What follows belongs to an exercise in optimizing a design on an open flow for small area and a short achievable clock period; a production flow would make more cautious choices. In this exercise RTL edits were held to simulation tests only and were not proved equivalent to the original. Power and IR drop assume default switching activity.

ember:
==> flow/design.v (excerpt) <==
module cpu_top (
    input  logic clk,
    input  logic rst,
    input  logic activate,  
    input  logic isolate,   
    output logic [31:0] imem_addr,
    input  logic [15:0] imem_data,
    output logic [31:0] dmem_addr,
    output logic        dmem_wren,
    output logic        dmem_rden,
    output logic [31:0] dmem_wrdata,
    input  logic [31:0] dmem_rddata
);
export LEC_CHECK = 0
export ABC_AREA = 1
export CAP_MARGIN = 20
export CORE_MARGIN = 2
export CORE_UTILIZATION = 50
export SLEW_MARGIN = 20
export TNS_END_PERCENT = 0
create_clock -name core_clock -period 14.0 [get_ports {clk}]
standard.sh (not shown) runs the stock make flow with config.mk's settings and CLKGATE_MAP_FILE= SYNTH_SCRIPT=/design/flow/synth_recipe.tcl, a recipe that flattens the netlist after the stock synthesis.
==> flow/flow/run.sh <==
#!/bin/bash
# Standard ORFS layout (the standard.sh, unchanged synthesis), with the
# timing repair steps asked to leave setup slack margin so that they
# optimise for a shorter period than the 14 ns constraint, and the port
# buffers made as plain buf_2 cells (the resizer still sizes them).
set -euo pipefail
bash standard.sh SETUP_SLACK_MARGIN=10.4 \
  "BUFFER_PORTS_ARGS=-buffer_cell sky130_fd_sc_hd__buf_2" finish > standard_flow.log 2>&1
ember: PASS, flow complete, no timing, DRC or antenna violations
Changes in nickel relative to ember:
--- a/flow/config.mk
+++ b/flow/config.mk
@@ -10,4 +10,4 @@
 export CORE_MARGIN = 2
-export CORE_UTILIZATION = 50
+export CORE_UTILIZATION = 40
 export SLEW_MARGIN = 20
-export TNS_END_PERCENT = 0
+export TNS_END_PERCENT = 5
### Flow results
Status: average cell area after synthesis parity (nickel, ember)
Per the comparison of nickel with ember, total CTS buffers grew by 4; power shrank by 0.98%; maximum frequency shrank by about 3%; cell count grew by 214.
~same hold slack in nickel and ember
ember → nickel: multi-input logic portion of the cell area shows no meaningful change, sum of routed wire segments on met1 shows an increase of 2.5 mm, sequential cell area shows a reduction of about 0.37%.
Edits applied to the flow inputs when going from nickel to indigo:
--- a/flow/config.mk
+++ b/flow/config.mk
@@ -10,3 +10,5 @@
 export CORE_MARGIN = 2
-export CORE_UTILIZATION = 40
+export CORE_UTILIZATION = 50
+export CTS_CLUSTER_DIAMETER = 80
+export CTS_CLUSTER_SIZE = 25
 export SLEW_MARGIN = 20
Findings:
Sequential fraction of total cell area in indigo is 1.3 points higher than in nickel
Sort nickel and indigo by cell count after placement, ascending, and indigo comes first.
Compared with nickel, indigo shows routed wire length that has gone down by a few percent.
Diff nickel -> indigo: final critical-path share of the clock period down 0.39 points; H-tree depth reported by CTS now smaller.
Setup changes, indigo to violet
--- a/flow/config.mk
+++ b/flow/config.mk
@@ -7,3 +7,2 @@
 export LEC_CHECK = 0
-export ABC_AREA = 1
 export CAP_MARGIN = 20
@@ -11,4 +10,2 @@
 export CORE_UTILIZATION = 50
-export CTS_CLUSTER_DIAMETER = 80
-export CTS_CLUSTER_SIZE = 25
 export SLEW_MARGIN = 20
Notes after the runs:
On die width: between violet and indigo, it ends up lower for violet.
Final design instance area without fill, violet and indigo: smaller value in indigo
Total power after layout (violet over indigo): increase, 20%


## build 76
Starting RTL as in the previous note.
Design cpu_top, start of the top module:
module cpu_top (
    input  logic clk,
    input  logic rst,
    input  logic activate,  
    input  logic isolate,   
    output logic [31:0] imem_addr,
    input  logic [15:0] imem_data,
    output logic [31:0] dmem_addr,
    output logic        dmem_wren,
    output logic        dmem_rden,
    output logic [31:0] dmem_wrdata,
    input  logic [31:0] dmem_rddata
);
==> flow/config.mk <==
export PLATFORM = sky130hd
export DESIGN_NAME = cpu_top
export DESIGN_NICKNAME = cpu_top
export VERILOG_FILES = /design/flow/design.v
export SDC_FILE = /design/flow/constraint.sdc
export NUM_CORES = 4
export LEC_CHECK = 0
export ABC_AREA = 1
export CAP_MARGIN = 20
export CORE_MARGIN = 2
export CORE_UTILIZATION = 50
export CTS_CLUSTER_DIAMETER = 70
export CTS_CLUSTER_SIZE = 30
export SLEW_MARGIN = 20
export TNS_END_PERCENT = 5
==> flow/constraint.sdc <==
create_clock -name core_clock -period 14.0 [get_ports {clk}]
set_input_delay 2.8000 -clock core_clock [delete_from_list [all_inputs] [get_ports {clk}]]
set_output_delay 2.8000 -clock core_clock [all_outputs]
set_load 0.01 [all_outputs]
Scripts as last shown in full above: flow/flow/run.sh
Setup changes, build 76 to build 83
# build 76
export LEC_CHECK = 0
export ABC_AREA = 1
export CAP_MARGIN = 20
export CORE_MARGIN = 2
export CORE_UTILIZATION = 50
export CTS_CLUSTER_DIAMETER = 70
export CTS_CLUSTER_SIZE = 30
export SLEW_MARGIN = 20
export TNS_END_PERCENT = 5
create_clock -name core_clock -period 14.0 [get_ports {clk}]
# build 83
export LEC_CHECK = 0
export ABC_AREA = 1
export CAP_MARGIN = 20
export CORE_MARGIN = 2
export CORE_UTILIZATION = 50
export SLEW_MARGIN = 20
export TNS_END_PERCENT = 5
create_clock -name core_clock -period 14.0 [get_ports {clk}]
==> comparison <==
Critical path launch point: exo_mem[20]$_DFF_P_ -> build 76, exo_mem[14]$_DFF_P_ -> build 83. [compare] base=build 76 new=build 83: met3 layer usage reported by global route shows an increase of 0.54 points; share of the core filled with cells in the final layout shows an increase of 1.2 points; met2 track demand over resource shows an increase of 0.51 points; clock buffer instance count of the final layout shows an increase of about 90%.
Input changes introduced in build 28 (baseline for comparison: build 83):
# build 83
export LEC_CHECK = 0
export ABC_AREA = 1
export CAP_MARGIN = 20
export CORE_MARGIN = 2
export CORE_UTILIZATION = 50
export SLEW_MARGIN = 20
export TNS_END_PERCENT = 5
create_clock -name core_clock -period 14.0 [get_ports {clk}]
# build 28
export LEC_CHECK = 0
export ABC_AREA = 1
export CAP_MARGIN = 20
export CORE_MARGIN = 2
export CORE_UTILIZATION = 50
export CTS_CLUSTER_DIAMETER = 100
export CTS_CLUSTER_SIZE = 20
export SLEW_MARGIN = 20
export TNS_END_PERCENT = 5
create_clock -name core_clock -period 14.0 [get_ports {clk}]
==> comparison <==
- Per the comparison of build 28 with build 83, global router's overall resource usage went down 0.58 points, routed wire length fell by about 1.3%, via density per instance now larger, area occupied by registers now smaller.
- In the tables for build 28 and build 83, clock network fraction of total power reads higher with build 83.
- Build 28 against build 83: transition time of the tightest slew-check pin saw a decrease; total power saw a decrease; number of logic stages on the critical path including buffering saw an increase; number of fill cells saw an increase; final critical-path setup slack saw a decrease.
- In the final design statistics, build 28 uses fewer standard cells in total than build 83.


Another version of the RTL of cpu_top (not shown whole).
Size: roughly 3900 cells after synthesis, about 620 flip-flops, ~150 I/O pins.
export LEC_CHECK = 0
export CAP_MARGIN = 20
export CORE_MARGIN = 2
export CORE_UTILIZATION = 50
export SLEW_MARGIN = 20
export TNS_END_PERCENT = 5
create_clock -name core_clock -period 14.0 [get_ports {clk}]
Scripts as last shown in full above: flow/flow/run.sh
Rerun with:
--- a/flow/flow/run.sh
+++ b/flow/flow/run.sh
@@ -7 +7 @@
-bash standard.sh SETUP_SLACK_MARGIN=10.4 \
+bash standard.sh SETUP_SLACK_MARGIN=10.8 \
What happened: Clock skew barely changes; die area does not change; synthesized cell count does not change; routed wire length rose by 2.7%; hold slack stays flat; design area came out higher by 1.3%; via count rose by 0.56%; core utilization increases by 0.74 points; non-clock buffer count came out higher by 1; sequential cell count is unchanged.


rev 12:
cpu_top with an RTL version that a note above also has.
For scale: ~620 flip-flops, ~150 I/O pins, ~38000 µm² of cells after synthesis.
Design cpu_top, start of the top module:
module cpu_top (
    input  logic clk,
    input  logic rst,
    input  logic activate,  
    input  logic isolate,   
    output logic [31:0] imem_addr,
    input  logic [15:0] imem_data,
    output logic [31:0] dmem_addr,
    output logic        dmem_wren,
    output logic        dmem_rden,
    output logic [31:0] dmem_wrdata,
    input  logic [31:0] dmem_rddata
);
clock: 14.0 ns
lec_check: 0
abc_area: 1
cap_margin: 20
core_margin: 2
core_utilization: 50
cts_buf_list: sky130_fd_sc_hd__clkbuf_8
slew_margin: 20
tns_end_percent: 5
==> flow/flow/run.sh <==
#!/bin/bash
# Standard ORFS layout (the standard.sh, unchanged synthesis), with the
# timing repair steps asked to leave setup slack margin so that they
# optimise for a shorter period than the 14 ns constraint, and the port
# buffers made as plain buf_2 cells (the resizer still sizes them).
set -euo pipefail
bash standard.sh SETUP_SLACK_MARGIN=10.4 \
  "BUFFER_PORTS_ARGS=-buffer_cell sky130_fd_sc_hd__buf_2" finish > standard_flow.log 2>&1
In summary, rev 12 completed successfully, with a layout that passed the timing, DRC and antenna checks.
Inputs modified between rev 12 and rev 13:
diff --git a/flow/flow/run.sh b/flow/flow/run.sh
--- a/flow/flow/run.sh
+++ b/flow/flow/run.sh
@@ -7 +7 @@
-bash standard.sh SETUP_SLACK_MARGIN=10.4 \
+bash standard.sh SETUP_SLACK_MARGIN=10.0 \
diff --git a/flow/config.mk b/flow/config.mk
--- a/flow/config.mk
+++ b/flow/config.mk
@@ -12 +11,0 @@
-export CTS_BUF_LIST = sky130_fd_sc_hd__clkbuf_8
[summary]
- Cell type of the slowest stage on the worst timing path = sky130_fd_sc_hd__dfxtp_1: rev 13; cell type of the slowest stage on the worst timing path = sky130_fd_sc_hd__dfxtp_2: rev 12
- Filler-free cell count of the finished design of rev 13 falls short of that of rev 12 by a few percent.
- Rev 13 vs. rev 12: first-iteration DRC count saw an increase; non-clock buffering overhead in the final layout saw a decrease; final critical-path required period saw an increase.

re-timing with driven ports:
No port has a modelled driver above. Below, the same layouts with a new extraction and two added sets of constraints.
Step 1, drivers: a clkbuf_16 drives clk and a buf_2 each remaining input, both assumed.
Step 2 times the ports against the registers' clock, not the clock port: input delays grow and output delays shrink by t, the midpoint of the rising clock arrivals with the driver on.
a / b / c = ideal ports / drivers / drivers and shift; a / b = the first two.
run	shift t [ns]	slack for setup (ns)	latest minus earliest clock arrival (ns)
ember	0.715	10.034 / 9.958 / 9.380	0.065 / 0.065
nickel	0.722	9.919 / 9.844 / 9.346	0.026 / 0.027
indigo	0.688	9.973 / 9.905 / 9.439	0.040 / 0.040
violet	0.692	9.782 / 9.728 / 9.306	0.065 / 0.066
build 76	0.677	10.037 / 9.967 / 9.415	0.069 / 0.069
build 83	0.710	10.032 / 9.961 / 9.376	0.060 / 0.060
build 28	0.668	9.980 / 9.951 / 9.349	0.041 / 0.041
the first run of note 3	0.704	9.901 / 9.896 / 9.234	0.024 / 0.024
the second run of note 3	0.709	9.914 / 9.867 / 9.225	0.026 / 0.026
rev 12	0.821	9.937 / 9.872 / 9.426	0.088 / 0.089
rev 13	0.714	9.926 / 9.851 / 9.394	0.062 / 0.063
After both steps setup and hold are still met in every run listed. For the second run of note 3, which loses most, drivers alone change the setup slack by -0.047 ns; drivers and shift together by -0.689 ns.
